Background: an optimization exercise with open tools, aiming at small area, a short achievable clock period and few clock cycles. Do not read the settings as production practice.
In this exercise RTL edits were held to simulation tests only and were not proved equivalent to the original.
Power figures rest on the tool's default switching activity, not on a simulated workload.

==> design/flow/design.v <==
module booth_mul64(op_done, result, clk, reset_n, multiplier, multiplicand, op_start, op_clear);
  input clk, reset_n, op_start, op_clear;
  input [63:0] multiplier, multiplicand;
  output op_done;
  output [127:0] result;
  reg busy, fin, done;    
  reg [2:0] cnt;
  reg [63:0] M;           
  reg [64:0] acc;         
  reg [32:0] cv;          
  reg [63:0] Q;           
  assign op_done = done;
  assign result = {acc[63:0], Q};
  always @(posedge clk or negedge reset_n)
    if (!reset_n) begin
      busy <= 1'b0;
      fin <= 1'b0;
      done <= 1'b0;
    end else if (!op_start || op_clear) begin
      busy <= 1'b0;
      fin <= 1'b0;
      done <= 1'b0;
    end else if (busy) begin
      if (cnt == 3'd7) begin
        busy <= 1'b0;
        fin <= 1'b1;
      end
    end else if (fin) begin
      fin <= 1'b0;
      done <= 1'b1;
    end else if (!done) begin
      busy <= 1'b1;
    end
  always @(posedge clk)
    if (busy) cnt <= cnt + 1'b1;
    else cnt <= 3'd0;
  reg [3:0] one, two, ng, oneh, twoh, ngh;
  wire [8:0] bq = busy ? Q[15:7] : {multiplier[7:0], 1'b0};
  wire [8:0] bqh = (busy | fin) ? Q[15:7] : {multiplier[7:0], 1'b0};
  always @(posedge clk) begin
    one[0] <= bq[1] ^ bq[0];
    two[0] <= (bq[2] & ~bq[1] & ~bq[0]) | (~bq[2] & bq[1] & bq[0]);
    ng[0] <= bq[2];
    oneh[0] <= bqh[1] ^ bqh[0];
    twoh[0] <= (bqh[2] & ~bqh[1] & ~bqh[0]) | (~bqh[2] & bqh[1] & bqh[0]);
    ngh[0] <= bqh[2];
    one[1] <= bq[3] ^ bq[2];
    two[1] <= (bq[4] & ~bq[3] & ~bq[2]) | (~bq[4] & bq[3] & bq[2]);
    ng[1] <= bq[4];
    oneh[1] <= bqh[3] ^ bqh[2];
    twoh[1] <= (bqh[4] & ~bqh[3] & ~bqh[2]) | (~bqh[4] & bqh[3] & bqh[2]);
    ngh[1] <= bqh[4];
    one[2] <= bq[5] ^ bq[4];
    two[2] <= (bq[6] & ~bq[5] & ~bq[4]) | (~bq[6] & bq[5] & bq[4]);
    ng[2] <= bq[6];
    oneh[2] <= bqh[5] ^ bqh[4];
    twoh[2] <= (bqh[6] & ~bqh[5] & ~bqh[4]) | (~bqh[6] & bqh[5] & bqh[4]);
    ngh[2] <= bqh[6];
    one[3] <= bq[7] ^ bq[6];
    two[3] <= (bq[8] & ~bq[7] & ~bq[6]) | (~bq[8] & bq[7] & bq[6]);
    ng[3] <= bq[8];
    oneh[3] <= bqh[7] ^ bqh[6];
    twoh[3] <= (bqh[8] & ~bqh[7] & ~bqh[6]) | (~bqh[8] & bqh[7] & bqh[6]);
    ngh[3] <= bqh[8];
  end
  reg ngq;    
  always @(posedge clk)
    ngq <= busy ? (Q[17] & (cnt != 3'd6)) : multiplier[9];
  wire ngn = ngq;
  reg first;
  wire [64:0] acct = first ? {64'd0, ng[0]} : acc;
  wire [64:0] ma = {M[63], M};
  wire [65:0] ma2 = {M[63], M, 1'b0};
  wire [64:0] p0 = {(({32{oneh[0]}} & ma[64:33]) | ({32{twoh[0]}} & ma2[64:33])) ^ {32{ngh[0]}},
                    (({33{one[0]}} & ma[32:0]) | ({33{two[0]}} & ma2[32:0])) ^ {33{ng[0]}}};
  wire [64:0] p1 = {(({32{oneh[1]}} & ma[64:33]) | ({32{twoh[1]}} & ma2[64:33])) ^ {32{ngh[1]}},
                    (({33{one[1]}} & ma[32:0]) | ({33{two[1]}} & ma2[32:0])) ^ {33{ng[1]}}};
  wire [64:0] p2 = {(({32{oneh[2]}} & ma[64:33]) | ({32{twoh[2]}} & ma2[64:33])) ^ {32{ngh[2]}},
                    (({33{one[2]}} & ma[32:0]) | ({33{two[2]}} & ma2[32:0])) ^ {33{ng[2]}}};
  wire [64:0] p3 = {(({32{oneh[3]}} & ma[64:33]) | ({32{twoh[3]}} & ma2[64:33])) ^ {32{ngh[3]}},
                    (({33{one[3]}} & ma[32:0]) | ({33{two[3]}} & ma2[32:0])) ^ {33{ng[3]}}};
  wire t1, t2, t3, t4, t5, t6, t7, t8, t9, t10, t11, t12, t13, t14, t15, t16, t17, t18, t19, t20, t21, t22, t23, t24, t25, t26, t27, t28, t29, t30, t31, t32, t33, t34, t35, t36, t37, t38, t39, t40, t41, t42, t43, t44, t45, t46, t47, t48, t49, t50, t51, t52, t53, t54, t55, t56, t57, t58, t59, t60, t61, t62, t63, t64, t65, t66, t67, t68, t69, t70, t71, t72, t73, t74, t75, t76, t77, t78, t79, t80, t81, t82, t83, t84, t85, t86, t87, t88, t89, t90, t91, t92, t93, t94, t95, t96, t97, t98, t99, t100, t101, t102, t103, t104, t105, t106, t107, t108, t109, t110, t111, t112, t113, t114, t115, t116, t117, t118, t119, t120, t121, t122, t123, t124, t125, t126, t127, t128, t129, t130, t131, t132, t133, t134, t135, t136, t137, t138, t139, t140, t141, t142, t143, t144, t145, t146, t147, t148, t149, t150, t151, t152, t153, t154, t155, t156, t157, t158, t159, t160, t161, t162, t163, t164, t165, t166, t167, t168, t169, t170, t171, t172, t173, t174, t175, t176, t177, t178, t179, t180, t181, t182, t183, t184, t185, t186, t187, t188, t189, t190, t191, t192, t193, t194, t195, t196, t197, t198, t199, t200, t201, t202, t203, t204, t205, t206, t207, t208, t209, t210, t211, t212, t213, t214, t215, t216, t217, t218, t219, t220, t221, t222, t223, t224, t225, t226, t227, t228, t229, t230, t231, t232, t233, t234, t235, t236, t237, t238, t239, t240, t241, t242, t243, t244, t245, t246, t247, t248, t249, t250, t251, t252, t253, t254, t255, t256, t257, t258, t259, t260, t261, t262, t263, t264, t265, t266, t267, t268, t269, t270, t271, t272, t273, t274, t275, t276, t277, t278, t279, t280, t281, t282, t283, t284, t285, t286, t287, t288, t289, t290, t291, t292, t293, t294, t295, t296, t297, t298, t299, t300, t301, t302, t303, t304, t305, t306, t307, t308, t309, t310, t311, t312, t313, t314, t315, t316, t317, t318, t319, t320, t321, t322, t323, t324, t325, t326, t327, t328, t329, t330, t331, t332, t333, t334, t335, t336, t337, t338, t339, t340, t341, t342, t343, t344, t345, t346, t347, t348, t349, t350, t351, t352, t353, t354, t355, t356, t357, t358, t359, t360, t361, t362, t363, t364, t365, t366, t367, t368, t369, t370, t371, t372, t373, t374, t375, t376, t377, t378, t379, t380, t381, t382, t383, t384, t385, t386, t387, t388, t389, t390, t391, t392, t393, t394, t395, t396, t397, t398, t399, t400, t401, t402, t403, t404, t405, t406, t407, t408, t409, t410, t411, t412, t413, t414, t415, t416, t417, t418, t419, t420, t421, t422, t423, t424, t425, t426, t427, t428, t429, t430, t431, t432, t433, t434, t435, t436, t437, t438, t439, t440, t441, t442, t443, t444, t445, t446, t447, t448, t449, t450, t451, t452, t453, t454, t455, t456, t457, t458, t459, t460, t461, t462, t463, t464, t465, t466, t467, t468, t469, t470, t471, t472, t473, t474, t475, t476, t477, t478, t479, t480, t481, t482, t483, t484, t485, t486, t487, t488, t489, t490, t491, t492, t493, t494, t495, t496, t497, t498, t499, t500, t501, t502, t503, t504, t505, t506, t507, t508, t509, t510;
  bm_ha ut1 (.a(acct[2]), .b(ng[1]), .s(t1), .co(t2));
  bm_fa ut3 (.a(acct[4]), .b(ng[2]), .c(cv[2]), .s(t3), .co(t4));
  bm_ha ut5 (.a(acct[5]), .b(p0[5]), .s(t5), .co(t6));
  bm_fa ut7 (.a(acct[6]), .b(ng[3]), .c(cv[3]), .s(t7), .co(t8));
  bm_fa ut9 (.a(p0[6]), .b(p1[4]), .c(p2[2]), .s(t9), .co(t10));
  bm_fa ut11 (.a(acct[7]), .b(p0[7]), .c(p1[5]), .s(t11), .co(t12));
  bm_ha ut13 (.a(p2[3]), .b(p3[1]), .s(t13), .co(t14));
  bm_fa ut15 (.a(acct[8]), .b(ngn), .c(p0[8]), .s(t15), .co(t16));
  bm_fa ut17 (.a(p1[6]), .b(p2[4]), .c(p3[2]), .s(t17), .co(t18));
  bm_fa ut19 (.a(acct[9]), .b(p0[9]), .c(p1[7]), .s(t19), .co(t20));
  bm_ha ut21 (.a(p2[5]), .b(p3[3]), .s(t21), .co(t22));
  bm_fa ut23 (.a(acct[10]), .b(p0[10]), .c(p1[8]), .s(t23), .co(t24));
  bm_ha ut25 (.a(p2[6]), .b(p3[4]), .s(t25), .co(t26));
  bm_fa ut27 (.a(acct[11]), .b(p0[11]), .c(p1[9]), .s(t27), .co(t28));
  bm_ha ut29 (.a(p2[7]), .b(p3[5]), .s(t29), .co(t30));
  bm_fa ut31 (.a(acct[12]), .b(p0[12]), .c(p1[10]), .s(t31), .co(t32));
  bm_ha ut33 (.a(p2[8]), .b(p3[6]), .s(t33), .co(t34));
  bm_fa ut35 (.a(acct[13]), .b(p0[13]), .c(p1[11]), .s(t35), .co(t36));
  bm_ha ut37 (.a(p2[9]), .b(p3[7]), .s(t37), .co(t38));
  bm_fa ut39 (.a(acct[14]), .b(p0[14]), .c(p1[12]), .s(t39), .co(t40));
  bm_ha ut41 (.a(p2[10]), .b(p3[8]), .s(t41), .co(t42));
  bm_fa ut43 (.a(acct[15]), .b(p0[15]), .c(p1[13]), .s(t43), .co(t44));
  bm_ha ut45 (.a(p2[11]), .b(p3[9]), .s(t45), .co(t46));
  bm_fa ut47 (.a(acct[16]), .b(p0[16]), .c(p1[14]), .s(t47), .co(t48));
  bm_ha ut49 (.a(p2[12]), .b(p3[10]), .s(t49), .co(t50));
  bm_fa ut51 (.a(acct[17]), .b(p0[17]), .c(p1[15]), .s(t51), .co(t52));
  bm_ha ut53 (.a(p2[13]), .b(p3[11]), .s(t53), .co(t54));
  bm_fa ut55 (.a(acct[18]), .b(p0[18]), .c(p1[16]), .s(t55), .co(t56));
  bm_ha ut57 (.a(p2[14]), .b(p3[12]), .s(t57), .co(t58));
  bm_fa ut59 (.a(acct[19]), .b(p0[19]), .c(p1[17]), .s(t59), .co(t60));
  bm_ha ut61 (.a(p2[15]), .b(p3[13]), .s(t61), .co(t62));
  bm_fa ut63 (.a(acct[20]), .b(p0[20]), .c(p1[18]), .s(t63), .co(t64));
  bm_ha ut65 (.a(p2[16]), .b(p3[14]), .s(t65), .co(t66));
  bm_fa ut67 (.a(acct[21]), .b(p0[21]), .c(p1[19]), .s(t67), .co(t68));
  bm_ha ut69 (.a(p2[17]), .b(p3[15]), .s(t69), .co(t70));
  bm_fa ut71 (.a(acct[22]), .b(p0[22]), .c(p1[20]), .s(t71), .co(t72));
  bm_ha ut73 (.a(p2[18]), .b(p3[16]), .s(t73), .co(t74));
  bm_fa ut75 (.a(acct[23]), .b(p0[23]), .c(p1[21]), .s(t75), .co(t76));
  bm_ha ut77 (.a(p2[19]), .b(p3[17]), .s(t77), .co(t78));
  bm_fa ut79 (.a(acct[24]), .b(p0[24]), .c(p1[22]), .s(t79), .co(t80));
  bm_ha ut81 (.a(p2[20]), .b(p3[18]), .s(t81), .co(t82));
  bm_fa ut83 (.a(acct[25]), .b(p0[25]), .c(p1[23]), .s(t83), .co(t84));
  bm_ha ut85 (.a(p2[21]), .b(p3[19]), .s(t85), .co(t86));
  bm_fa ut87 (.a(acct[26]), .b(p0[26]), .c(p1[24]), .s(t87), .co(t88));
  bm_ha ut89 (.a(p2[22]), .b(p3[20]), .s(t89), .co(t90));
  bm_fa ut91 (.a(acct[27]), .b(p0[27]), .c(p1[25]), .s(t91), .co(t92));
  bm_ha ut93 (.a(p2[23]), .b(p3[21]), .s(t93), .co(t94));
  bm_fa ut95 (.a(acct[28]), .b(p0[28]), .c(p1[26]), .s(t95), .co(t96));
  bm_ha ut97 (.a(p2[24]), .b(p3[22]), .s(t97), .co(t98));
  bm_fa ut99 (.a(acct[29]), .b(p0[29]), .c(p1[27]), .s(t99), .co(t100));
  bm_ha ut101 (.a(p2[25]), .b(p3[23]), .s(t101), .co(t102));
  bm_fa ut103 (.a(acct[30]), .b(p0[30]), .c(p1[28]), .s(t103), .co(t104));
  bm_ha ut105 (.a(p2[26]), .b(p3[24]), .s(t105), .co(t106));
  bm_fa ut107 (.a(acct[31]), .b(p0[31]), .c(p1[29]), .s(t107), .co(t108));
  bm_ha ut109 (.a(p2[27]), .b(p3[25]), .s(t109), .co(t110));
  bm_fa ut111 (.a(acct[32]), .b(p0[32]), .c(p1[30]), .s(t111), .co(t112));
  bm_ha ut113 (.a(p2[28]), .b(p3[26]), .s(t113), .co(t114));
  bm_fa ut115 (.a(acct[33]), .b(p0[33]), .c(p1[31]), .s(t115), .co(t116));
  bm_ha ut117 (.a(p2[29]), .b(p3[27]), .s(t117), .co(t118));
  bm_fa ut119 (.a(acct[34]), .b(p0[34]), .c(p1[32]), .s(t119), .co(t120));
  bm_ha ut121 (.a(p2[30]), .b(p3[28]), .s(t121), .co(t122));
  bm_fa ut123 (.a(acct[35]), .b(p0[35]), .c(p1[33]), .s(t123), .co(t124));
  bm_ha ut125 (.a(p2[31]), .b(p3[29]), .s(t125), .co(t126));
  bm_fa ut127 (.a(acct[36]), .b(p0[36]), .c(p1[34]), .s(t127), .co(t128));
  bm_ha ut129 (.a(p2[32]), .b(p3[30]), .s(t129), .co(t130));
  bm_fa ut131 (.a(acct[37]), .b(p0[37]), .c(p1[35]), .s(t131), .co(t132));
  bm_ha ut133 (.a(p2[33]), .b(p3[31]), .s(t133), .co(t134));
  bm_fa ut135 (.a(acct[38]), .b(p0[38]), .c(p1[36]), .s(t135), .co(t136));
  bm_ha ut137 (.a(p2[34]), .b(p3[32]), .s(t137), .co(t138));
  bm_fa ut139 (.a(acct[39]), .b(p0[39]), .c(p1[37]), .s(t139), .co(t140));
  bm_ha ut141 (.a(p2[35]), .b(p3[33]), .s(t141), .co(t142));
  bm_fa ut143 (.a(acct[40]), .b(p0[40]), .c(p1[38]), .s(t143), .co(t144));
  bm_ha ut145 (.a(p2[36]), .b(p3[34]), .s(t145), .co(t146));
  bm_fa ut147 (.a(acct[41]), .b(p0[41]), .c(p1[39]), .s(t147), .co(t148));
  bm_ha ut149 (.a(p2[37]), .b(p3[35]), .s(t149), .co(t150));
  bm_fa ut151 (.a(acct[42]), .b(p0[42]), .c(p1[40]), .s(t151), .co(t152));
  bm_ha ut153 (.a(p2[38]), .b(p3[36]), .s(t153), .co(t154));
  bm_fa ut155 (.a(acct[43]), .b(p0[43]), .c(p1[41]), .s(t155), .co(t156));
  bm_ha ut157 (.a(p2[39]), .b(p3[37]), .s(t157), .co(t158));
  bm_fa ut159 (.a(acct[44]), .b(p0[44]), .c(p1[42]), .s(t159), .co(t160));
  bm_ha ut161 (.a(p2[40]), .b(p3[38]), .s(t161), .co(t162));
  bm_fa ut163 (.a(acct[45]), .b(p0[45]), .c(p1[43]), .s(t163), .co(t164));
  bm_ha ut165 (.a(p2[41]), .b(p3[39]), .s(t165), .co(t166));
  bm_fa ut167 (.a(acct[46]), .b(p0[46]), .c(p1[44]), .s(t167), .co(t168));
  bm_ha ut169 (.a(p2[42]), .b(p3[40]), .s(t169), .co(t170));
  bm_fa ut171 (.a(acct[47]), .b(p0[47]), .c(p1[45]), .s(t171), .co(t172));
  bm_ha ut173 (.a(p2[43]), .b(p3[41]), .s(t173), .co(t174));
  bm_fa ut175 (.a(acct[48]), .b(p0[48]), .c(p1[46]), .s(t175), .co(t176));
  bm_ha ut177 (.a(p2[44]), .b(p3[42]), .s(t177), .co(t178));
  bm_fa ut179 (.a(acct[49]), .b(p0[49]), .c(p1[47]), .s(t179), .co(t180));
  bm_ha ut181 (.a(p2[45]), .b(p3[43]), .s(t181), .co(t182));
  bm_fa ut183 (.a(acct[50]), .b(p0[50]), .c(p1[48]), .s(t183), .co(t184));
  bm_ha ut185 (.a(p2[46]), .b(p3[44]), .s(t185), .co(t186));
  bm_fa ut187 (.a(acct[51]), .b(p0[51]), .c(p1[49]), .s(t187), .co(t188));
  bm_ha ut189 (.a(p2[47]), .b(p3[45]), .s(t189), .co(t190));
  bm_fa ut191 (.a(acct[52]), .b(p0[52]), .c(p1[50]), .s(t191), .co(t192));
  bm_ha ut193 (.a(p2[48]), .b(p3[46]), .s(t193), .co(t194));
  bm_fa ut195 (.a(acct[53]), .b(p0[53]), .c(p1[51]), .s(t195), .co(t196));
  bm_ha ut197 (.a(p2[49]), .b(p3[47]), .s(t197), .co(t198));
  bm_fa ut199 (.a(acct[54]), .b(p0[54]), .c(p1[52]), .s(t199), .co(t200));
  bm_ha ut201 (.a(p2[50]), .b(p3[48]), .s(t201), .co(t202));
  bm_fa ut203 (.a(acct[55]), .b(p0[55]), .c(p1[53]), .s(t203), .co(t204));
  bm_ha ut205 (.a(p2[51]), .b(p3[49]), .s(t205), .co(t206));
  bm_fa ut207 (.a(acct[56]), .b(p0[56]), .c(p1[54]), .s(t207), .co(t208));
  bm_ha ut209 (.a(p2[52]), .b(p3[50]), .s(t209), .co(t210));
  bm_fa ut211 (.a(acct[57]), .b(p0[57]), .c(p1[55]), .s(t211), .co(t212));
  bm_ha ut213 (.a(p2[53]), .b(p3[51]), .s(t213), .co(t214));
  bm_fa ut215 (.a(acct[58]), .b(p0[58]), .c(p1[56]), .s(t215), .co(t216));
  bm_ha ut217 (.a(p2[54]), .b(p3[52]), .s(t217), .co(t218));
  bm_fa ut219 (.a(acct[59]), .b(p0[59]), .c(p1[57]), .s(t219), .co(t220));
  bm_ha ut221 (.a(p2[55]), .b(p3[53]), .s(t221), .co(t222));
  bm_fa ut223 (.a(acct[60]), .b(p0[60]), .c(p1[58]), .s(t223), .co(t224));
  bm_ha ut225 (.a(p2[56]), .b(p3[54]), .s(t225), .co(t226));
  bm_fa ut227 (.a(acct[61]), .b(p0[61]), .c(p1[59]), .s(t227), .co(t228));
  bm_ha ut229 (.a(p2[57]), .b(p3[55]), .s(t229), .co(t230));
  bm_fa ut231 (.a(acct[62]), .b(p0[62]), .c(p1[60]), .s(t231), .co(t232));
  bm_ha ut233 (.a(p2[58]), .b(p3[56]), .s(t233), .co(t234));
  bm_fa ut235 (.a(acct[63]), .b(p0[63]), .c(p1[61]), .s(t235), .co(t236));
  bm_ha ut237 (.a(p2[59]), .b(p3[57]), .s(t237), .co(t238));
  bm_fa ut239 (.a(~acct[64]), .b(~p0[64]), .c(p1[62]), .s(t239), .co(t240));
  bm_ha ut241 (.a(p2[60]), .b(p3[58]), .s(t241), .co(t242));
  bm_fa ut243 (.a(1'b1), .b(p1[63]), .c(p2[61]), .s(t243), .co(t244));
  bm_fa ut245 (.a(cv[1]), .b(t1), .c(p0[2]), .s(t245), .co(t246));
  bm_fa ut247 (.a(acct[3]), .b(t2), .c(p0[3]), .s(t247), .co(t248));
  bm_fa ut249 (.a(t3), .b(p0[4]), .c(p1[2]), .s(t249), .co(t250));
  bm_fa ut251 (.a(t4), .b(p1[3]), .c(p2[1]), .s(t251), .co(t252));
  bm_fa ut253 (.a(t7), .b(p3[0]), .c(t6), .s(t253), .co(t254));
  bm_fa ut255 (.a(t8), .b(t13), .c(t10), .s(t255), .co(t256));
  bm_fa ut257 (.a(t14), .b(t12), .c(t15), .s(t257), .co(t258));
  bm_fa ut259 (.a(t21), .b(t16), .c(t18), .s(t259), .co(t260));
  bm_fa ut261 (.a(t22), .b(t25), .c(t20), .s(t261), .co(t262));
  bm_fa ut263 (.a(t26), .b(t29), .c(t24), .s(t263), .co(t264));
  bm_fa ut265 (.a(t30), .b(t33), .c(t28), .s(t265), .co(t266));
  bm_fa ut267 (.a(t34), .b(t37), .c(t32), .s(t267), .co(t268));
  bm_fa ut269 (.a(t38), .b(t41), .c(t36), .s(t269), .co(t270));
  bm_fa ut271 (.a(t42), .b(t45), .c(t40), .s(t271), .co(t272));
  bm_fa ut273 (.a(t46), .b(t49), .c(t44), .s(t273), .co(t274));
  bm_fa ut275 (.a(t50), .b(t53), .c(t48), .s(t275), .co(t276));
  bm_fa ut277 (.a(t54), .b(t57), .c(t52), .s(t277), .co(t278));
  bm_fa ut279 (.a(t58), .b(t61), .c(t56), .s(t279), .co(t280));
  bm_fa ut281 (.a(t62), .b(t65), .c(t60), .s(t281), .co(t282));
  bm_fa ut283 (.a(t66), .b(t69), .c(t64), .s(t283), .co(t284));
  bm_fa ut285 (.a(t70), .b(t73), .c(t68), .s(t285), .co(t286));
  bm_fa ut287 (.a(t74), .b(t77), .c(t72), .s(t287), .co(t288));
  bm_fa ut289 (.a(t78), .b(t81), .c(t76), .s(t289), .co(t290));
  bm_fa ut291 (.a(t82), .b(t85), .c(t80), .s(t291), .co(t292));
  bm_fa ut293 (.a(t86), .b(t89), .c(t84), .s(t293), .co(t294));
  bm_fa ut295 (.a(t90), .b(t93), .c(t88), .s(t295), .co(t296));
  bm_fa ut297 (.a(t94), .b(t97), .c(t92), .s(t297), .co(t298));
  bm_fa ut299 (.a(t98), .b(t101), .c(t96), .s(t299), .co(t300));
  bm_fa ut301 (.a(t102), .b(t105), .c(t100), .s(t301), .co(t302));
  bm_fa ut303 (.a(t106), .b(t109), .c(t104), .s(t303), .co(t304));
  bm_fa ut305 (.a(t110), .b(t113), .c(t108), .s(t305), .co(t306));
  bm_fa ut307 (.a(t114), .b(t117), .c(t112), .s(t307), .co(t308));
  bm_fa ut309 (.a(t118), .b(t121), .c(t116), .s(t309), .co(t310));
  bm_fa ut311 (.a(t122), .b(t125), .c(t120), .s(t311), .co(t312));
  bm_fa ut313 (.a(t126), .b(t129), .c(t124), .s(t313), .co(t314));
  bm_fa ut315 (.a(t130), .b(t133), .c(t128), .s(t315), .co(t316));
  bm_fa ut317 (.a(t134), .b(t137), .c(t132), .s(t317), .co(t318));
  bm_fa ut319 (.a(t138), .b(t141), .c(t136), .s(t319), .co(t320));
  bm_fa ut321 (.a(t142), .b(t145), .c(t140), .s(t321), .co(t322));
  bm_fa ut323 (.a(t146), .b(t149), .c(t144), .s(t323), .co(t324));
  bm_fa ut325 (.a(t150), .b(t153), .c(t148), .s(t325), .co(t326));
  bm_fa ut327 (.a(t154), .b(t157), .c(t152), .s(t327), .co(t328));
  bm_fa ut329 (.a(t158), .b(t161), .c(t156), .s(t329), .co(t330));
  bm_fa ut331 (.a(t162), .b(t165), .c(t160), .s(t331), .co(t332));
  bm_fa ut333 (.a(t166), .b(t169), .c(t164), .s(t333), .co(t334));
  bm_fa ut335 (.a(t170), .b(t173), .c(t168), .s(t335), .co(t336));
  bm_fa ut337 (.a(t174), .b(t177), .c(t172), .s(t337), .co(t338));
  bm_fa ut339 (.a(t178), .b(t181), .c(t176), .s(t339), .co(t340));
  bm_fa ut341 (.a(t182), .b(t185), .c(t180), .s(t341), .co(t342));
  bm_fa ut343 (.a(t186), .b(t189), .c(t184), .s(t343), .co(t344));
  bm_fa ut345 (.a(t190), .b(t193), .c(t188), .s(t345), .co(t346));
  bm_fa ut347 (.a(t194), .b(t197), .c(t192), .s(t347), .co(t348));
  bm_fa ut349 (.a(t198), .b(t201), .c(t196), .s(t349), .co(t350));
  bm_fa ut351 (.a(t202), .b(t205), .c(t200), .s(t351), .co(t352));
  bm_fa ut353 (.a(t206), .b(t209), .c(t204), .s(t353), .co(t354));
  bm_fa ut355 (.a(t210), .b(t213), .c(t208), .s(t355), .co(t356));
  bm_fa ut357 (.a(t214), .b(t217), .c(t212), .s(t357), .co(t358));
  bm_fa ut359 (.a(t218), .b(t221), .c(t216), .s(t359), .co(t360));
  bm_fa ut361 (.a(t222), .b(t225), .c(t220), .s(t361), .co(t362));
  bm_fa ut363 (.a(t226), .b(t229), .c(t224), .s(t363), .co(t364));
  bm_fa ut365 (.a(t230), .b(t233), .c(t228), .s(t365), .co(t366));
  bm_fa ut367 (.a(t234), .b(t237), .c(t232), .s(t367), .co(t368));
  bm_fa ut369 (.a(t238), .b(t241), .c(t236), .s(t369), .co(t370));
  bm_fa ut371 (.a(p3[59]), .b(t242), .c(t240), .s(t371), .co(t372));
  bm_fa ut373 (.a(~p1[64]), .b(p2[62]), .c(p3[60]), .s(t373), .co(t374));
  bm_fa ut375 (.a(1'b1), .b(p2[63]), .c(p3[61]), .s(t375), .co(t376));
  bm_ha ut377 (.a(p1[1]), .b(t246), .s(t377), .co(t378));
  bm_fa ut379 (.a(p2[0]), .b(t248), .c(t249), .s(t379), .co(t380));
  bm_fa ut381 (.a(t5), .b(t250), .c(t251), .s(t381), .co(t382));
  bm_fa ut383 (.a(t252), .b(t9), .c(t253), .s(t383), .co(t384));
  bm_fa ut385 (.a(t11), .b(t254), .c(t255), .s(t385), .co(t386));
  bm_fa ut387 (.a(t17), .b(t256), .c(t257), .s(t387), .co(t388));
  bm_fa ut389 (.a(t19), .b(t258), .c(t259), .s(t389), .co(t390));
  bm_fa ut391 (.a(t23), .b(t260), .c(t261), .s(t391), .co(t392));
  bm_fa ut393 (.a(t27), .b(t262), .c(t263), .s(t393), .co(t394));
  bm_fa ut395 (.a(t31), .b(t264), .c(t265), .s(t395), .co(t396));
  bm_fa ut397 (.a(t35), .b(t266), .c(t267), .s(t397), .co(t398));
  bm_fa ut399 (.a(t39), .b(t268), .c(t269), .s(t399), .co(t400));
  bm_fa ut401 (.a(t43), .b(t270), .c(t271), .s(t401), .co(t402));
  bm_fa ut403 (.a(t47), .b(t272), .c(t273), .s(t403), .co(t404));
  bm_fa ut405 (.a(t51), .b(t274), .c(t275), .s(t405), .co(t406));
  bm_fa ut407 (.a(t55), .b(t276), .c(t277), .s(t407), .co(t408));
  bm_fa ut409 (.a(t59), .b(t278), .c(t279), .s(t409), .co(t410));
  bm_fa ut411 (.a(t63), .b(t280), .c(t281), .s(t411), .co(t412));
  bm_fa ut413 (.a(t67), .b(t282), .c(t283), .s(t413), .co(t414));
  bm_fa ut415 (.a(t71), .b(t284), .c(t285), .s(t415), .co(t416));
  bm_fa ut417 (.a(t75), .b(t286), .c(t287), .s(t417), .co(t418));
  bm_fa ut419 (.a(t79), .b(t288), .c(t289), .s(t419), .co(t420));
  bm_fa ut421 (.a(t83), .b(t290), .c(t291), .s(t421), .co(t422));
  bm_fa ut423 (.a(t87), .b(t292), .c(t293), .s(t423), .co(t424));
  bm_fa ut425 (.a(t91), .b(t294), .c(t295), .s(t425), .co(t426));
  bm_fa ut427 (.a(t95), .b(t296), .c(t297), .s(t427), .co(t428));
  bm_fa ut429 (.a(t99), .b(t298), .c(t299), .s(t429), .co(t430));
  bm_fa ut431 (.a(t103), .b(t300), .c(t301), .s(t431), .co(t432));
  bm_fa ut433 (.a(t107), .b(t302), .c(t303), .s(t433), .co(t434));
  bm_fa ut435 (.a(t111), .b(t304), .c(t305), .s(t435), .co(t436));
  bm_fa ut437 (.a(t115), .b(t306), .c(t307), .s(t437), .co(t438));
  bm_fa ut439 (.a(t119), .b(t308), .c(t309), .s(t439), .co(t440));
  bm_fa ut441 (.a(t123), .b(t310), .c(t311), .s(t441), .co(t442));
  bm_fa ut443 (.a(t127), .b(t312), .c(t313), .s(t443), .co(t444));
  bm_fa ut445 (.a(t131), .b(t314), .c(t315), .s(t445), .co(t446));
  bm_fa ut447 (.a(t135), .b(t316), .c(t317), .s(t447), .co(t448));
  bm_fa ut449 (.a(t139), .b(t318), .c(t319), .s(t449), .co(t450));
  bm_fa ut451 (.a(t143), .b(t320), .c(t321), .s(t451), .co(t452));
  bm_fa ut453 (.a(t147), .b(t322), .c(t323), .s(t453), .co(t454));
  bm_fa ut455 (.a(t151), .b(t324), .c(t325), .s(t455), .co(t456));
  bm_fa ut457 (.a(t155), .b(t326), .c(t327), .s(t457), .co(t458));
  bm_fa ut459 (.a(t159), .b(t328), .c(t329), .s(t459), .co(t460));
  bm_fa ut461 (.a(t163), .b(t330), .c(t331), .s(t461), .co(t462));
  bm_fa ut463 (.a(t167), .b(t332), .c(t333), .s(t463), .co(t464));
  bm_fa ut465 (.a(t171), .b(t334), .c(t335), .s(t465), .co(t466));
  bm_fa ut467 (.a(t175), .b(t336), .c(t337), .s(t467), .co(t468));
  bm_fa ut469 (.a(t179), .b(t338), .c(t339), .s(t469), .co(t470));
  bm_fa ut471 (.a(t183), .b(t340), .c(t341), .s(t471), .co(t472));
  bm_fa ut473 (.a(t187), .b(t342), .c(t343), .s(t473), .co(t474));
  bm_fa ut475 (.a(t191), .b(t344), .c(t345), .s(t475), .co(t476));
  bm_fa ut477 (.a(t195), .b(t346), .c(t347), .s(t477), .co(t478));
  bm_fa ut479 (.a(t199), .b(t348), .c(t349), .s(t479), .co(t480));
  bm_fa ut481 (.a(t203), .b(t350), .c(t351), .s(t481), .co(t482));
  bm_fa ut483 (.a(t207), .b(t352), .c(t353), .s(t483), .co(t484));
  bm_fa ut485 (.a(t211), .b(t354), .c(t355), .s(t485), .co(t486));
  bm_fa ut487 (.a(t215), .b(t356), .c(t357), .s(t487), .co(t488));
  bm_fa ut489 (.a(t219), .b(t358), .c(t359), .s(t489), .co(t490));
  bm_fa ut491 (.a(t223), .b(t360), .c(t361), .s(t491), .co(t492));
  bm_fa ut493 (.a(t227), .b(t362), .c(t363), .s(t493), .co(t494));
  bm_fa ut495 (.a(t231), .b(t364), .c(t365), .s(t495), .co(t496));
  bm_fa ut497 (.a(t235), .b(t366), .c(t367), .s(t497), .co(t498));
  bm_fa ut499 (.a(t239), .b(t368), .c(t369), .s(t499), .co(t500));
  bm_fa ut501 (.a(t243), .b(t370), .c(t371), .s(t501), .co(t502));
  bm_fa ut503 (.a(t244), .b(t373), .c(t372), .s(t503), .co(t504));
  bm_ha ut505 (.a(t374), .b(t375), .s(t505), .co(t506));
  bm_fa ut507 (.a(~p2[64]), .b(p3[62]), .c(t376), .s(t507), .co(t508));
  bm_ha ut509 (.a(1'b1), .b(p3[63]), .s(t509), .co(t510));
  wire [72:0] r0 = {1'b1, 1'b1, ~p3[64], t509, t507, t505, t503, t501, t499, t497, t495, t493, t491, t489, t487, t485, t483, t481, t479, t477, t475, t473, t471, t469, t467, t465, t463, t461, t459, t457, t455, t453, t451, t449, t447, t445, t443, t441, t439, t437, t435, t433, t431, t429, t427, t425, t423, t421, t419, t417, t415, t413, t411, t409, t407, t405, t403, t401, t399, t397, t395, t393, t391, t389, t387, t385, t383, t381, t379, t247, p1[0], acct[1], acct[0]};
  wire [72:0] r1 = {1'b0, 1'b0, t510, t508, t506, t504, t502, t500, t498, t496, t494, t492, t490, t488, t486, t484, t482, t480, t478, t476, t474, t472, t470, t468, t466, t464, t462, t460, t458, t456, t454, t452, t450, t448, t446, t444, t442, t440, t438, t436, t434, t432, t430, t428, t426, t424, t422, t420, t418, t416, t414, t412, t410, t408, t406, t404, t402, t400, t398, t396, t394, t392, t390, t388, t386, t384, t382, t380, t378, t377, t245, p0[1], p0[0]};
  wire [72:0] x;
  wire [33:0] co;
  assign {co[0], x[7:0]} = r0[7:0] + r1[7:0] + cv[0];
  bm_add2 ub1 (.a(r0[9:8]), .b(r1[9:8]), .ci(cv[4]), .s(x[9:8]), .co(co[1]));
  bm_add2 ub2 (.a(r0[11:10]), .b(r1[11:10]), .ci(cv[5]), .s(x[11:10]), .co(co[2]));
  bm_add2 ub3 (.a(r0[13:12]), .b(r1[13:12]), .ci(cv[6]), .s(x[13:12]), .co(co[3]));
  bm_add2 ub4 (.a(r0[15:14]), .b(r1[15:14]), .ci(cv[7]), .s(x[15:14]), .co(co[4]));
  bm_add2 ub5 (.a(r0[17:16]), .b(r1[17:16]), .ci(cv[8]), .s(x[17:16]), .co(co[5]));
  bm_add2 ub6 (.a(r0[19:18]), .b(r1[19:18]), .ci(cv[9]), .s(x[19:18]), .co(co[6]));
  bm_add2 ub7 (.a(r0[21:20]), .b(r1[21:20]), .ci(cv[10]), .s(x[21:20]), .co(co[7]));
  bm_add2 ub8 (.a(r0[23:22]), .b(r1[23:22]), .ci(cv[11]), .s(x[23:22]), .co(co[8]));
  bm_add2 ub9 (.a(r0[25:24]), .b(r1[25:24]), .ci(cv[12]), .s(x[25:24]), .co(co[9]));
  bm_add2 ub10 (.a(r0[27:26]), .b(r1[27:26]), .ci(cv[13]), .s(x[27:26]), .co(co[10]));
  bm_add2 ub11 (.a(r0[29:28]), .b(r1[29:28]), .ci(cv[14]), .s(x[29:28]), .co(co[11]));
  bm_add2 ub12 (.a(r0[31:30]), .b(r1[31:30]), .ci(cv[15]), .s(x[31:30]), .co(co[12]));
  bm_add2 ub13 (.a(r0[33:32]), .b(r1[33:32]), .ci(cv[16]), .s(x[33:32]), .co(co[13]));
  bm_add2 ub14 (.a(r0[35:34]), .b(r1[35:34]), .ci(cv[17]), .s(x[35:34]), .co(co[14]));
  bm_add2 ub15 (.a(r0[37:36]), .b(r1[37:36]), .ci(cv[18]), .s(x[37:36]), .co(co[15]));
  bm_add2 ub16 (.a(r0[39:38]), .b(r1[39:38]), .ci(cv[19]), .s(x[39:38]), .co(co[16]));
  bm_add2 ub17 (.a(r0[41:40]), .b(r1[41:40]), .ci(cv[20]), .s(x[41:40]), .co(co[17]));
  bm_add2 ub18 (.a(r0[43:42]), .b(r1[43:42]), .ci(cv[21]), .s(x[43:42]), .co(co[18]));
  bm_add2 ub19 (.a(r0[45:44]), .b(r1[45:44]), .ci(cv[22]), .s(x[45:44]), .co(co[19]));
  bm_add2 ub20 (.a(r0[47:46]), .b(r1[47:46]), .ci(cv[23]), .s(x[47:46]), .co(co[20]));
  bm_add2 ub21 (.a(r0[49:48]), .b(r1[49:48]), .ci(cv[24]), .s(x[49:48]), .co(co[21]));
  bm_add2 ub22 (.a(r0[51:50]), .b(r1[51:50]), .ci(cv[25]), .s(x[51:50]), .co(co[22]));
  bm_add2 ub23 (.a(r0[53:52]), .b(r1[53:52]), .ci(cv[26]), .s(x[53:52]), .co(co[23]));
  bm_add2 ub24 (.a(r0[55:54]), .b(r1[55:54]), .ci(cv[27]), .s(x[55:54]), .co(co[24]));
  bm_add2 ub25 (.a(r0[57:56]), .b(r1[57:56]), .ci(cv[28]), .s(x[57:56]), .co(co[25]));
  bm_add2 ub26 (.a(r0[59:58]), .b(r1[59:58]), .ci(cv[29]), .s(x[59:58]), .co(co[26]));
  bm_add2 ub27 (.a(r0[61:60]), .b(r1[61:60]), .ci(cv[30]), .s(x[61:60]), .co(co[27]));
  bm_add2 ub28 (.a(r0[63:62]), .b(r1[63:62]), .ci(cv[31]), .s(x[63:62]), .co(co[28]));
  bm_add2 ub29 (.a(r0[65:64]), .b(r1[65:64]), .ci(cv[32]), .s(x[65:64]), .co(co[29]));
  bm_add2 ub30 (.a(r0[67:66]), .b(r1[67:66]), .ci(1'b0), .s(x[67:66]), .co(co[30]));
  bm_add2 ub31 (.a(r0[69:68]), .b(r1[69:68]), .ci(1'b0), .s(x[69:68]), .co(co[31]));
  bm_add2 ub32 (.a(r0[71:70]), .b(r1[71:70]), .ci(1'b0), .s(x[71:70]), .co(co[32]));
  assign {co[33], x[72:72]} = r0[72:72] + r1[72:72] + 1'b0;
  wire [64:0] cvec = {cv[32], 1'b0, cv[31], 1'b0, cv[30], 1'b0, cv[29], 1'b0, cv[28], 1'b0, cv[27], 1'b0, cv[26], 1'b0, cv[25], 1'b0, cv[24], 1'b0, cv[23], 1'b0, cv[22], 1'b0, cv[21], 1'b0, cv[20], 1'b0, cv[19], 1'b0, cv[18], 1'b0, cv[17], 1'b0, cv[16], 1'b0, cv[15], 1'b0, cv[14], 1'b0, cv[13], 1'b0, cv[12], 1'b0, cv[11], 1'b0, cv[10], 1'b0, cv[9], 1'b0, cv[8], 1'b0, cv[7], 1'b0, cv[6], 1'b0, cv[5], 1'b0, cv[4], 1'b0, cv[3], 1'b0, cv[2], 1'b0, cv[1], 1'b0, cv[0]};
  always @(posedge clk)
    cv <= busy ? co[32:0] : 33'd0;
  always @(posedge clk)
    first <= !busy && !fin && !done;
  always @(posedge clk) begin
    M <= multiplicand;
    if (busy) begin
      acc <= x[72:8];
      Q <= {x[7:0], Q[63:8]};
    end else if (fin) begin
      acc <= acc + cvec;
    end else if (!done) begin
      Q <= multiplier;
    end
  end
endmodule
module bm_fa(a, b, c, s, co);
  input a, b, c;
  output s, co;
  assign s = a ^ b ^ c;
  assign co = (a & b) | (c & (a ^ b));
endmodule
module bm_add2(a, b, ci, s, co);
  input [1:0] a, b;
  input ci;
  output [1:0] s;
  output co;
  wire c1, h1, g1;
  bm_fa u0 (.a(a[0]), .b(b[0]), .c(ci), .s(s[0]), .co(c1));
  bm_ha u1 (.a(a[1]), .b(b[1]), .s(h1), .co(g1));
  assign s[1] = h1 ^ c1;
  assign co = g1 | (h1 & c1);
endmodule
module bm_ha(a, b, s, co);
  input a, b;
  output s, co;
  assign s = a ^ b;
  assign co = a & b;
endmodule
==> design/flow/flow/run.sh <==
#!/bin/bash
# Standard ORFS layout (the standard.sh) with two changes:
#  - ports are buffered with buf_1 instead of the flow's default choice;
#  - repair_timing aims for a setup slack margin of 6.3 ns.
set -euo pipefail
export BUFFER_PORTS_ARGS="-buffer_cell sky130_fd_sc_hd__buf_1"
export SETUP_SLACK_MARGIN=6.3
bash standard.sh > standard_make.log 2>&1
==> design/flow/standard.sh <==
#!/bin/bash
# synth_recipe.tcl (not shown) runs the flow's synth.tcl, then flattens the netlist and writes it again
# the make line also repeats each setting of config.mk as NAME=value (left out here)
make -C /OpenROAD-flow-scripts/flow DESIGN_CONFIG=/design/flow/config.mk WORK_HOME=/design/flow/orfs CLKGATE_MAP_FILE= SYNTH_SCRIPT=/design/flow/synth_recipe.tcl "${@:-finish}"
==> design/flow/config.mk <==
export PLATFORM = sky130hd
export DESIGN_NAME = booth_mul64
export DESIGN_NICKNAME = booth_mul64
export VERILOG_FILES = /design/flow/design.v
export SDC_FILE = /design/flow/constraint.sdc
export NUM_CORES = 4
export LEC_CHECK = 0
export CAP_MARGIN = 20
export CORE_MARGIN = 2
export CORE_UTILIZATION = 60
export CTS_BUF_LIST = sky130_fd_sc_hd__clkbuf_4 sky130_fd_sc_hd__clkbuf_8
export CTS_CLUSTER_SIZE = 40
export SLEW_MARGIN = 20
export SYNTH_HIERARCHICAL = 1
export SYNTH_MINIMUM_KEEP_SIZE = 0
==> design/flow/constraint.sdc <==
create_clock -name core_clock -period 10.0 [get_ports {clk}]
set_input_delay 2.0000 -clock core_clock [delete_from_list [all_inputs] [get_ports {clk}]]
set_output_delay 2.0000 -clock core_clock [all_outputs]
set_load 0.01 [all_outputs]
==> summary.txt, run 1 <==
Inserted Clock Buffers = 49
GPL Wtd Cong = 0.953
Worst Max-Slew Pin Slew = 0.915 ns
Crit path required time = 10.34 ns
die height = 203 um
Syn-to-layout area delta = 8.27%
hpwl dp = 48.3 mm
status = finished clean
clock skew after layout = 0.0442 ns
gr ovfl total = 0
top cell type's share of synthesized area = 19.1%
htree depth = 2
post-route ant nets = 0
later-pin clock latency in the skew report = 0.66 ns
Synth cell types = 73
P per Cell Area = 314 nW/um^2
VDD IR-drop max = 0.156 mV
cell taking the most area after synthesis = fa_1
final instance area = 25700 um^2
sequential area share after synthesis = 27.2%
final wirelength = 68.7 mm
number of synthesized flops with an enable pin = 128
max-capacitance violation count = 0
sequential power share = 21.6%
initial antenna violation count = 1
Synth Register Bits = 258
switch share = 44.3%
FP Rows = 72
clock buffer depth = 3
Clock transition at path regs = 0.06 ns
die area = 41200 um^2
TritonCTS clock tree = yes
Final setup viols = 0
Via density = 6.28
Clk pwr share = 14.6%
dpl cell area = 24200 um^2
asr flop ratio synth = 1.16%
Pleak = 9.64 nW
RSZ-0062 raised after global routing = yes
number of global-route vias before repair = 17900
Syn Area/Cell = 10.6 um^2
CP arrival = 3.96 ns
type of the worst setup path = reg -> reg
minimum clock period = 3.62 ns
IO buf count = 260
# DRC = 0
Max Fclk = 0.276 GHz
Slew headroom = 39.0%
cts hold-fix bufs = 0
largest net degree at the start of global routing = 100
share of cells above drive strength 1 = 9.63%
Final Hold Viols = 0
initial core utilization = 61.1%
dominant cells by area after synthesis = fa_1, edfxtp_1, xnor2_1, dfxtp_1, ha_1
router iterations before antenna repair = 6
I/O Pins = 261
Psw = 0.00357 W
worst-path fanout max = 6
clk root buf = clkbuf_8
antenna cells = 0
layout net count = 2845
Synth Warn # = 7
setup TNS = 0 ns
die width = 203 um
CP Launch Type = flop
ys flop type = edfxtp_1
WL/cell = 23.9 um
1st-iter DRT viols = 1590
GRT Total Usage = 31.8%
worst hold path class = reg -> reg
core area = 38800 um^2
Cells after Synth = 2236
post-synthesis cell area = 23700 um^2
global-route wire length before repair = 102 mm
Gate power share = 63.8%
Pint = 0.00449 W
Critical Path End Type = flop
Final Slew Violations = 0
routed via count = 18100
Sink Count = 258
final worst-path cycle share = 36.2%
## critical path, stage by stage (launching register included)
cell and delay [ns]:
edfxtp_1 0.46, ha_1 0.45, a31oi_1 0.47, o21ai_0 0.22, a21oi_2 0.37, o31a_1 0.47, o21ai_0 0.37, a21oi_1 0.25
xnor2_1 0.16, o21ai_0 0.10
## placed cells by master (no fill, tap or decap), types with 7 or more instances in the layout
master    instances
xnor2_1         296
buf_1           260
a22oi_1         254
fa_1            227
ha_1            169
edfxtp_1        128
nand2_1         119
dfxtp_1         108
o21ai_0          86
nor2b_1          62
mux2_2           61
clkbuf_8         57
nor2_1           54
and2_1           36
a21oi_1          35
or2_1            32
inv_1            31
a31oi_1          30
xor2_1           28
nand4_1          23
clkbuf_4         20
nand3_1          17
dfxtp_4          15
mux2i_1          14
nor3_1           14
a31o_2           10
o21bai_1          9
buf_6             9
a211oi_1          8
conb_1            8
nor3b_1           7
clkinv_1          7
buf_4             7
## per-layer routing
metal / up-vias / wire [um] / global-route usage, %
li1: 7969 / - / -
met1: 8945 / 28500 / 43.1
met2: 992 / 31000 / 49.4
met3: 147 / 6970 / 8.41
met4: 2 / 2170 / 11.1
met5: - / 64 / 1.19
## registers in the layout, summed over array words and instances, names as in the netlist
register / count
M: 64
Q: 64
acc: 65
busy: 1
cnt: 3
cv: 33
done: 1
fin: 1
first: 1
ng: 4
ngh: 4
ngq: 1
one: 4
oneh: 4
two: 4
twoh: 4
## through the flow
step	setup slack [ns]	cells	util [%]	hold slack [ns]	power, W
after global placement	5.73	2770	62.3	0.414	0.00668
after global routing	6.29	2876	66.2	0.485	0.00880
after floorplan	6.33	2242	-	0.402	0.00539
final	6.38	2876	66.2	0.438	0.00806
after CTS	6.27	2862	65.3	0.439	0.00801
after detailed placement	5.89	2770	62.4	0.427	0.00677
## per-module statistics from Yosys, one instance, submodules excluded
module | cells inside | flops+latches | cell area, um^2
booth_mul64 | 1853 | 258 | 17500
bm_ha | 1 | 0 | 12.5
bm_fa | 1 | 0 | 20.0
bm_add2 | 2 | 0 | 18.8
## what timing repair did
action                                  CTS  global route
cloned                                    0             2
endpoints found under the setup margin   80            27
hold endpoints to repair                  0             0
resized for setup                        18            19
buffers inserted                          0            12
## cells by family (layout without fill, tap and decap cells)
family,after synthesis,in the layout,synth area share (%)
multiplexers,75,75,3.48
AND/OR/NAND/NOR,392,392,8.48
other,2,8,0.0316
adder cells (fa/ha/maj),396,396,28.1
buffers and inverters,299,415,6.13
flip-flops,258,258,27.2
XOR/XNOR,325,325,12.0
AO/OA/AOI/OAI,489,489,14.6
## power by group through the flow
stage	Sequential [W]	Combinational [W]	Clock, W
2_1_floorplan	0.00154	0.00384	0
3_3_place_gp	0.00177	0.00491	0
3_5_place_dp	0.00177	0.00500	0
4_1_cts	0.00176	0.00506	0.00120
5_1_grt	0.00176	0.00579	0.00124
6_report	0.00174	0.00514	0.00118
## cell usage after synthesis (all sizes together) (3+ instances only)
library cell,count
xnor2,297
a22oi,254
fa,227
clkbuf,174
ha,169
edfxtp,128
dfxtp,127
nand2,120
buf,94
o21ai,91
nor2b,62
mux2,61
nor2,54
and2,38
a21oi,36
or2,33
a31oi,31
inv,31
xor2,28
nand4,23
nand3,17
mux2i,14
nor3,14
a31o,10
o21bai,10
a211oi,9
nor3b,7
o211ai,7
o31ai,7
a21boi,6
and3,6
nand2b,5
and4,4
o211a,4
o21a,4
or3,4
dfrtp,3
## final cells by class
cell class,instances,area [um^2]
tap,518,648
clock inverter,15,161
timing repair buffer,292,1450
multi-input combinational,1685,15900
inverter,31,116
clock buffer,77,935
fill,3165,13100
sequential,258,6530
## worst paths after layout
path	endpoint	start	slack, ns	cells after the start
max	acc[53]	acc[12]	6.38	9
min in group asynchronous	busy	reset_n	1.17	1
min reg2reg	cnt[0]	cnt[0]	0.44	1
max reg2reg	acc[53]	acc[12]	6.38	9
min	cnt[0]	cnt[0]	0.44	1
max in group asynchronous	busy	reset_n	8.64	1
Testbench counts, summed over its fixed seeds: cycles 4,600.
==> inputs of run 2 (changes only) <==
--- a/design/flow/config.mk
+++ b/design/flow/config.mk
@@ -8,8 +8,7 @@
 export CAP_MARGIN = 20
 export CORE_MARGIN = 2
 export CORE_UTILIZATION = 60
-export CTS_BUF_LIST = sky130_fd_sc_hd__clkbuf_4 sky130_fd_sc_hd__clkbuf_8
-export CTS_CLUSTER_SIZE = 40
+export GPL_TIMING_DRIVEN = 1
 export SLEW_MARGIN = 20
 export SYNTH_HIERARCHICAL = 1
 export SYNTH_MINIMUM_KEEP_SIZE = 0
==> run 2 against run 1 <==
Clock skew shrank 0.029 ns; worst hold slack worse by 0.0012 ns; clock power down 8%; via count decreased by 1.2%; highest routed layer is now met4.
==> summary.txt, run 2 <==
status = finished clean
worst-path fanout max = 6
TritonCTS clock tree = yes
Synth cell types = 73
Cells after Synth = 2236
antenna cells = 0
core area = 38800 um^2
met2 wire len = 31.1 mm
fin util = 65.8%
router iterations before antenna repair = 6
layout net count = 2828
synthesized-area fraction occupied by and/or/nand/nor cells = 8.48%
Pint = 0.00444 W
Compound-Gate Fraction of Synth Area = 14.6%
clk root buf = clkbuf_16
max-capacitance violation count = 0
post-synthesis cell area = 23700 um^2
ys flop type = edfxtp_1
asr flop ratio synth = 1.16%
Syn-to-layout area delta = 7.72%
Max Fclk = 0.277 GHz
GPL Wtd Cong = 0.953
CP arrival = 3.98 ns
Clk pwr share = 13.7%
cts hold-fix bufs = 0
met3 WL = 7.05 mm
1st-iter DRT viols = 1648
Reg with most FFs = acc
worst hold path class = reg -> reg
WHS = 0.437 ns
Via density = 6.28
cell taking the most area after synthesis = fa_1
Synth Register Bits = 258
dominant cells by area after synthesis = fa_1, edfxtp_1, xnor2_1, dfxtp_1, ha_1
Pleak = 9.54 nW
final wirelength = 68.2 mm
Crit path required time = 10.36 ns
Final setup viols = 0
Psw = 0.00353 W
# DRC = 0
Max Used Layer = met4
gr ovfl total = 0
I/O Pins = 261
initial core utilization = 61.1%
VDD IR-drop max = 0.196 mV
switch share = 44.3%
RSZ-0062 raised after global routing = no
Worst Max-Slew Pin Slew = 0.922 ns
Sink Count = 258
die area = 41200 um^2
dominant cell by count in the synthesized netlist = xnor2_1
P per Cell Area = 312 nW/um^2
number of synthesized flops with an enable pin = 128
Slew headroom = 38.5%
Inserted Clock Buffers = 30
share of cells above drive strength 1 = 8.00%
largest family of logic cells by synthesized area = adder cells
Gate power share = 64.5%
Layout fillers = 3181
GRT Total Usage = 31.5%
top flop regs = acc: 65 flops, M: 64 flops, Q: 64 flops
clock buffer depth = 3
largest net degree at the start of global routing = 100
WL/cell = 24.0 um
synth cell count leaders = xnor2_1, a22oi_1, fa_1
Critical Path End Type = flop
die width = 203 um
setup TNS = 0 ns
IO buf count = 260
top cell type's share of synthesized area = 19.1%
hpwl dp = 48.3 mm
global-route wire length before repair = 101 mm
Final Hold Viols = 0
XOR/XNOR Fraction of Synth Area = 12.0%
Largest register FFs = 65
WL met1 = 27.8 mm
Synth Warn # = 7
htree depth = 1
commonest non-fill, non-tap cell in the layout = xnor2_1
clock skew after layout = 0.0153 ns
number of global-route vias before repair = 17800
Syn Area/Cell = 10.6 um^2
routed via count = 17800
Final Slew Violations = 0
final worst-path cycle share = 36.2%
type of the worst setup path = reg -> reg
initial antenna violation count = 2
sequential area share after synthesis = 27.2%
most frequent cells in the layout = xnor2_1, buf_1, a22oi_1
later-pin clock latency in the skew report = 0.58 ns
CP Launch Type = flop
FP Rows = 72
minimum clock period = 3.62 ns
post-route ant nets = 0
die height = 203 um
sequential power share = 21.8%
Post-Synth Adder-Cell Area = 28.1%
Clock transition at path regs = 0.06 ns
post-synthesis mux area share = 3.49%
## run 2: stage by stage
stage | setup slack (ns) | instance area (um^2) | cells | total power [W]
after CTS | 6.26 | 25200 | 2826 | 0.00793
after global placement | 5.73 | 24200 | 2770 | 0.00668
after global routing | 6.30 | 25600 | 2842 | 0.00871
after floorplan | 6.33 | 23800 | 2242 | 0.00539
after detailed placement | 5.89 | 24200 | 2770 | 0.00677
final | 6.38 | 25600 | 2842 | 0.00797
## run 2: cell type report
| cell class | instances | area, um^2 | area share (%) |
|---|---|---|---|
| Clock buffer | 47 | 877 | 3.43 |
| Clock inverter | 9 | 78.8 | 0.308 |
| Inverter | 31 | 116 | 0.455 |
| Multi-Input combinational cell | 1685 | 15900 | 62.1 |
| Sequential cell | 258 | 6520 | 25.5 |
| Tap cell | 518 | 648 | 2.54 |
| Timing Repair Buffer | 294 | 1460 | 5.70 |
## run 2: power by group through the flow
stage	combinational, W	clock (W)	sequential, W
after global placement	0.00491	0	0.00177
after global routing	0.00580	0.00115	0.00176
after CTS	0.00506	0.00111	0.00176
after detailed placement	0.00500	0	0.00177
final	0.00514	0.00109	0.00174
after floorplan	0.00384	0	0.00154
## run 2: per-module statistics from Yosys, one instance, submodules excluded
| module | area (um^2) | times used | cells inside |
|---|---|---|---|
| bm_fa | 20.0 | 225 | 1 |
| booth_mul64 | 17500 | 1 | 1853 |
| bm_add2 | 18.8 | 32 | 2 |
| bm_ha | 12.5 | 94 | 1 |
## run 2: timing repair
action                     4_1_cts  5_1_grt
pin swaps                        0        1
gates resized for setup         17       17
setup buffers                    0       14
cloned                           0        2
setup endpoints to repair       78       28
hold endpoints to repair         0        0
## run 2: routing by layer
| metal | up-vias | GRT usage (%) |
|---|---|---|
| met5 | - | 0 |
| met3 | 142 | 7.46 |
| li1 | 7931 | - |
| met1 | 8815 | 43.2 |
| met2 | 957 | 49.8 |
| met4 | 0 | 9.93 |
## run 2: path summary, 6_finish.rpt
kind	start	to	slack, ns	cells after the start
min in group asynchronous	reset_n	busy	1.22	1
hold / removal	cnt[0]	cnt[0]	0.44	1
setup reg to reg	acc[12]	acc[61]	6.38	8
max in group asynchronous	reset_n	busy	8.58	1
setup / recovery	acc[12]	acc[61]	6.38	8
hold reg to reg	cnt[0]	cnt[0]	0.44	1
## run 2: cells by family after synthesis
kind of cell,count (synthesis)
other,2
muxes,75
and+or+nand+nor,392
xor gates and xnor gates,325
buffers and inverters,299
AOI/OAI and AO/OA,489
adders and majority gates,396
DFF,258
## run 2: critical path, cell delays in order (launching register included)
cell and delay, ns:
edfxtp_1 0.47, ha_1 0.45, a31oi_1 0.49, o21ai_0 0.23, a21oi_2 0.42, o31a_2 0.36, o211ai_1 0.27, a31o_2 0.35
o311ai_0 0.35
==> inputs of run 3 (changes only) <==
--- a/design/flow/config.mk
+++ b/design/flow/config.mk
@@ -5,10 +5,10 @@
 export SDC_FILE = /design/flow/constraint.sdc
 export NUM_CORES = 4
 export LEC_CHECK = 0
+export ABC_AREA = 1
 export CAP_MARGIN = 20
 export CORE_MARGIN = 2
 export CORE_UTILIZATION = 60
-export GPL_TIMING_DRIVEN = 1
 export SLEW_MARGIN = 20
 export SYNTH_HIERARCHICAL = 1
 export SYNTH_MINIMUM_KEEP_SIZE = 0
==> run 3 against run 2 <==
Non-clock buffer count rose by 31; still clean; highest routed layer unchanged; clock skew increased by 0.0092 ns; sequential share of layout area down 2.3 points; first-iteration DRC count rose by 52%.
==> summary.txt, run 3 <==
P per Cell Area = 277 nW/um^2
Crit path required time = 10.32 ns
Final Slew Violations = 0
die width = 209 um
I/O Pins = 261
worst-path fanout max = 16
hpwl dp = 59.1 mm
antenna cells = 0
status = finished clean
Critical Path End Type = flop
cell taking the most area after synthesis = fa_1
minimum clock period = 3.64 ns
Reg with most FFs = acc
Final Hold Viols = 0
htree depth = 1
Synth Warn # = 7
met1 Use GR = 52.3%
global-route wire length before repair = 128 mm
GR Layer Usage met2 = 60.4%
ys flop type = edfxtp_1
worst stage delay on the critical path = 0.52 ns
dominant cells by area after synthesis = fa_1, edfxtp_1, nand2_1, dfxtp_1, xor2_1
Final setup viols = 0
CP arrival = 3.96 ns
TritonCTS clock tree = yes
fin util = 67.5%
gr ovfl total = 0
most frequent CP cell = fa_1
post-route ant nets = 0
layout net count = 3796
GPL Wtd Cong = 0.987
routed via count = 22900
CP Launch Type = flop
commonest non-fill, non-tap cell in the layout = nand2_1
Worst Max-Slew Pin Slew = 0.961 ns
Syn-to-layout area delta = 11.5%
Pleak = 13.3 nW
clock buffer depth = 3
number of global-route vias before repair = 22300
worst hold path class = reg -> reg
RSZ-0062 raised after global routing = yes
router iterations before antenna repair = 8
Inserted Clock Buffers = 31
GRT Total Usage = 38.0%
Via density = 5.98
asr flop ratio synth = 1.16%
type of the worst setup path = reg -> reg
initial core utilization = 60.5%
Max Fclk = 0.274 GHz
die height = 209 um
IO buf count = 260
clk root buf = clkbuf_16
WL/cell = 22.1 um
initial antenna violation count = 0
die area = 43800 um^2
Clock transition at path regs = 0.06 ns
GR Layer Usage met3 = 9.03%
post-synthesis cell area = 25300 um^2
final worst-path cycle share = 36.4%
VDD IR-drop max = 0.195 mV
# DRC = 0
share of cells above drive strength 1 = 7.90%
number of synthesized flops with an enable pin = 128
Synth Register Bits = 258
FP Rows = 75
later-pin clock latency in the skew report = 0.62 ns
core area = 41800 um^2
final wirelength = 84.6 mm
Slew headroom = 35.9%
most frequent cells in the layout = nand2_1, inv_1, xor2_1
gr busiest metal = met2
Synth cell types = 44
Cells after Synth = 3072
Syn Area/Cell = 8.22 um^2
largest net degree at the start of global routing = 81
max-capacitance violation count = 0
clock skew after layout = 0.0244 ns
sequential area share after synthesis = 25.6%
top cell type's share of synthesized area = 18.0%
critical path cell sequence = clkinvlp_4 > buf_12 > o22ai_1 > xor2_1 > ha_1 > fa_1 > fa_1 > fa_1 > ha_1 > nand2_1 > o31ai_1
slowest stage cell, crit path = fa_1
dominant cell by count in the synthesized netlist = nand2_1
top flop regs = acc: 65 flops, M: 64 flops, Q: 64 flops
synth cell count leaders = nand2_1, inv_1, xor2_1
setup TNS = 0 ns
Sink Count = 258
1st-iter DRT viols = 2512
Largest register FFs = 65
-- run 3: critical path: cells and delay by family (launching register included) --
| family | cells | cell delay, ns |
|---|---|---|
| adder cells (fa/ha/maj) | 5 | 2.03 |
| XOR/XNOR | 1 | 0.24 |
| AND/OR/NAND/NOR | 1 | 0.07 |
| buffers and inverters | 2 | 0.28 |
| flip-flops | 1 | 0.43 |
| AO/OA/AOI/OAI | 2 | 0.28 |
-- run 3: path summary, 6_finish.rpt --
path                       depth (start not counted)  startpoint  slack, ns     end
max reg2reg                                       11      one[3]       6.36  acc[9]
min                                                1      cnt[0]       0.46  cnt[0]
min in group asynchronous                          1     reset_n       1.20    busy
max in group asynchronous                          1     reset_n       8.60    busy
max                                               11      one[3]       6.36  acc[9]
min reg2reg                                        1      cnt[0]       0.46  cnt[0]
-- run 3: stage by stage --
stage / power (W) / setup WS, ns / instances / hold WS [ns] / area (um^2)
4_1_cts: 0.00767 / 6.32 / 3825 / 0.463 / 28000
3_3_place_gp: 0.00615 / 5.93 / 3699 / 0.426 / 26000
2_1_floorplan: 0.00506 / 6.54 / 3078 / 0.417 / 25300
3_5_place_dp: 0.00628 / 5.82 / 3699 / 0.455 / 26000
6_report: 0.00779 / 6.36 / 3832 / 0.461 / 28200
5_1_grt: 0.00854 / 6.28 / 3832 / 0.487 / 28200
-- run 3: layout make-up --
cell class | count | area, um^2
inverters | 407 | 1590
multi-input cells | 2229 | 16400
fillers | 3524 | 13600
clock inverters | 15 | 159
well taps | 539 | 674
repair inverters | 16 | 120
repair buffers | 325 | 1790
clock buffers | 43 | 903
flip-flops and latches | 258 | 6550
-- run 3: power breakdown --
group          total [W]  internal (W)  switching, W
Clock            0.00119      0.000687      0.000502
Combinational    0.00499       0.00216       0.00283
Sequential       0.00161       0.00135      0.000263
-- run 3: timing repair --
item	in CTS	in global routing
hold buffers	0	0
gates cloned	16	0
pin swaps	0	7
setup endpoints to repair	94	32
resized for setup	57	27
buffers inserted	52	7
-- run 3: modules after synthesis (local to each module, per instance) --
| module | flops+latches | area (um^2) |
|---|---|---|
| bm_ha | 0 | 12.5 |
| bm_fa | 0 | 20.0 |
| booth_mul64 | 258 | 18800 |
| bm_add2 | 0 | 23.8 |
-- run 3: cells by family (layout without fill, tap and decap cells) --
family / after synthesis / count (layout) / synth area share [%]
AO/OA/AOI/OAI: 410 / 410 / 9.69
XOR/XNOR: 280 / 280 / 9.71
adder cells (fa/ha/maj): 396 / 396 / 26.4
buffers and inverters: 591 / 806 / 9.89
flip-flops: 258 / 258 / 25.6
multiplexers: 4 / 4 / 0.158
other: 2 / 8 / 0.0297
AND/OR/NAND/NOR: 1131 / 1131 / 18.6
-- run 3: routing by layer --
layer  share of wire (%)  routed length, um
met1                  40              34200
met2                  46              38500
met3                  11               9390
met4                 2.9               2470
met5                   0                  0
==> inputs of run 4 (changes only) <==
==> design/flow/config.mk (replaced) <==
export PLATFORM = sky130hd
export DESIGN_NAME = booth_mul64
export DESIGN_NICKNAME = booth_mul64
export VERILOG_FILES = /design/flow/design.v
export SDC_FILE = /design/flow/constraint.sdc
export NUM_CORES = 4
export LEC_CHECK = 0
export CAP_MARGIN = 5
export CORE_MARGIN = 2
export CORE_UTILIZATION = 60
export SLEW_MARGIN = 5
export SYNTH_HIERARCHICAL = 1
export SYNTH_MINIMUM_KEEP_SIZE = 0
==> run 4 against run 3 <==
Still clean; wire length shrank 19%; clock skew shrank 0.0078 ns; area after synthesis shrank 6.1%; final cell count shrank 26%; largest cell class unchanged.
==> summary.txt, run 4 <==
I/O Pins = 261
layout net count = 2826
ys flop type = edfxtp_1
Synth Warn # = 7
Pint = 0.00442 W
top cell type's share of synthesized area = 19.1%
Gate power share = 64.4%
CP arrival = 4.01 ns
worst hold start = cnt[0]
initial antenna violation count = 2
Critical Path End Type = flop
Final Slew Violations = 0
cts hold-fix bufs = 0
sequential power share = 21.7%
Clk pwr share = 13.8%
minimum clock period = 3.69 ns
core area = 38800 um^2
worst stage delay on the critical path = 0.49 ns
VDD IR-drop max = 0.192 mV
hpwl dp = 48.3 mm
GPL Wtd Cong = 0.953
1st-iter DRT viols = 1554
most frequent cells in the layout = xnor2_1, buf_1, a22oi_1
die area = 41200 um^2
Largest register FFs = 65
routed via count = 17800
clock skew after layout = 0.0166 ns
dominant cells by area after synthesis = fa_1, edfxtp_1, xnor2_1, dfxtp_1, ha_1
worst hold path class = reg -> reg
WL/cell = 24.0 um
hold-critical path depth = 1
number of synthesized flops with an enable pin = 128
cell taking the most area after synthesis = fa_1
Sink Count = 258
TritonCTS clock tree = yes
critical path cell sequence = ha_1 > a31oi_1 > o21ai_0 > a21oi_2 > o31a_1 > o211ai_1 > a31o_2 > xnor2_1 > o21ai_0
largest net degree at the start of global routing = 100
Pleak = 9.55 nW
Crit path required time = 10.31 ns
dominant cell by count in the synthesized netlist = xnor2_1
status = finished clean
Reg with most FFs = acc
Syn-to-layout area delta = 7.76%
WHS = 0.434 ns
Final setup viols = 0
FP Rows = 72
post-synthesis cell area = 23700 um^2
Worst Max-Slew Pin Slew = 0.913 ns
worst-path fanout max = 6
# DRC = 0
sequential area share after synthesis = 27.2%
top flop regs = acc: 65 flops, M: 64 flops, Q: 64 flops
reg2reg end = acc[59]
max-capacitance violation count = 0
most frequent CP cell = o21ai_0
die height = 203 um
htree depth = 1
final wirelength = 68.3 mm
Slew headroom = 39.1%
P per Cell Area = 313 nW/um^2
router iterations before antenna repair = 6
antenna cells = 0
Layout fillers = 3114
worst reg-to-reg path cell count = 9
asr flop ratio synth = 1.16%
clk root buf = clkbuf_16
Final Total Pwr = 0.00800 W
RSZ-0062 raised after global routing = no
Max Fclk = 0.271 GHz
hold path endpoint = cnt[0]
reg2reg start = acc[12]
-- run 4: cell count changes in the layout (fill, tap and decap cells not counted), moves of 32 or more --
| cell | before | now |
|---|---|---|
| xor2_1 | 267 | 28 |
| o21ai_0 | 51 | 85 |
| mux2_2 | 0 | 61 |
| xnor2_1 | 13 | 296 |
| nor2_1 | 172 | 54 |
| nand2_1 | 719 | 119 |
| a22oi_1 | 0 | 254 |
| inv_1 | 384 | 31 |
| nor2b_1 | 0 | 62 |
| and2_1 | 4 | 36 |
| nand3_1 | 136 | 17 |
| o22ai_1 | 246 | 1 |
-- run 4: through the flow --
| step | worst slack, ns | cells | instance area, um^2 |
|---|---|---|---|
| 3_5_place_dp | 5.65 | 2770 | 24200 |
| 4_1_cts | 6.31 | 2829 | 25300 |
| 2_1_floorplan | 6.33 | 2242 | 23800 |
| 5_1_grt | 6.29 | 2840 | 25600 |
| 6_report | 6.31 | 2840 | 25600 |
| 3_3_place_gp | 5.73 | 2770 | 24200 |
-- run 4: critical path: cells and delay by family, from the launching register on --
kind	cells	cell delay [ns]
DFF	1	0.47
xor gates and xnor gates	1	0.15
AOI/OAI and AO/OA	7	2.33
adders and majority gates	1	0.45
-- run 4: modules after synthesis, one instance, submodules excluded --
module	cell area, um^2	cells	copies in the design	flip-flops and latches
bm_fa	20.0	1	225	0
bm_add2	18.8	2	32	0
booth_mul64	17500	1853	1	258
bm_ha	12.5	1	94	0
-- run 4: area by class of cell --
type,count,area (um^2),share of cell area [%]
Multi-Input combinational cell,1685,15900,62.0
Inverter,31,116,0.455
Timing Repair Buffer,292,1450,5.67
Clock inverter,20,166,0.651
Tap cell,518,648,2.53
Clock buffer,36,805,3.15
Sequential cell,258,6530,25.5
-- run 4: repair_timing --
action                                  4_1_cts  5_1_grt
endpoints found under the setup margin       96       24
resized for setup                            24       17
buffers inserted                              1       11
endpoints found under the hold margin         0        0
cloned                                        2        0
-- run 4: cell families after synthesis --
logic type               Yosys count  share of synthesized area [%]
AO/OA/AOI/OAI                    489                           14.6
XOR/XNOR                         325                           12.0
adder cells (fa/ha/maj)          396                           28.1
buffers and inverters            299                           6.13
flip-flops                       258                           27.2
multiplexers                      75                           3.48
other                              2                         0.0316
AND/OR/NAND/NOR                  392                           8.48
-- run 4: worst max-delay path by stage --
stage	from	endpoint	slack [ns]	depth (start not counted)
2_1_floorplan	ng[2]	acc[1]	6.33	9
3_3_place_gp	one[0]	acc[1]	5.73	8
3_5_place_dp	one[0]	acc[1]	5.65	8
4_1_cts	first	Q[63]	6.31	11
5_1_grt	twoh[0]	acc[55]	6.29	10
6_report	acc[12]	acc[59]	6.31	9
-- run 4: layer usage --
layer	GRT usage, %	wire length [um]	up-vias
met4	11.4	2490	2
met3	7.67	6760	148
li1	-	-	7933
met5	0	55	-
met2	50.2	30900	921
met1	44.1	28100	8798
-- run 4: power groups by stage --
| stage | sequential [W] | clock [W] | combinational (W) |
|---|---|---|---|
| after global routing | 0.00176 | 0.00116 | 0.00582 |
| after CTS | 0.00175 | 0.00112 | 0.00509 |
| after detailed placement | 0.00177 | 0 | 0.00500 |
| final | 0.00174 | 0.00111 | 0.00515 |
| after global placement | 0.00177 | 0 | 0.00491 |
| after floorplan | 0.00154 | 0 | 0.00384 |
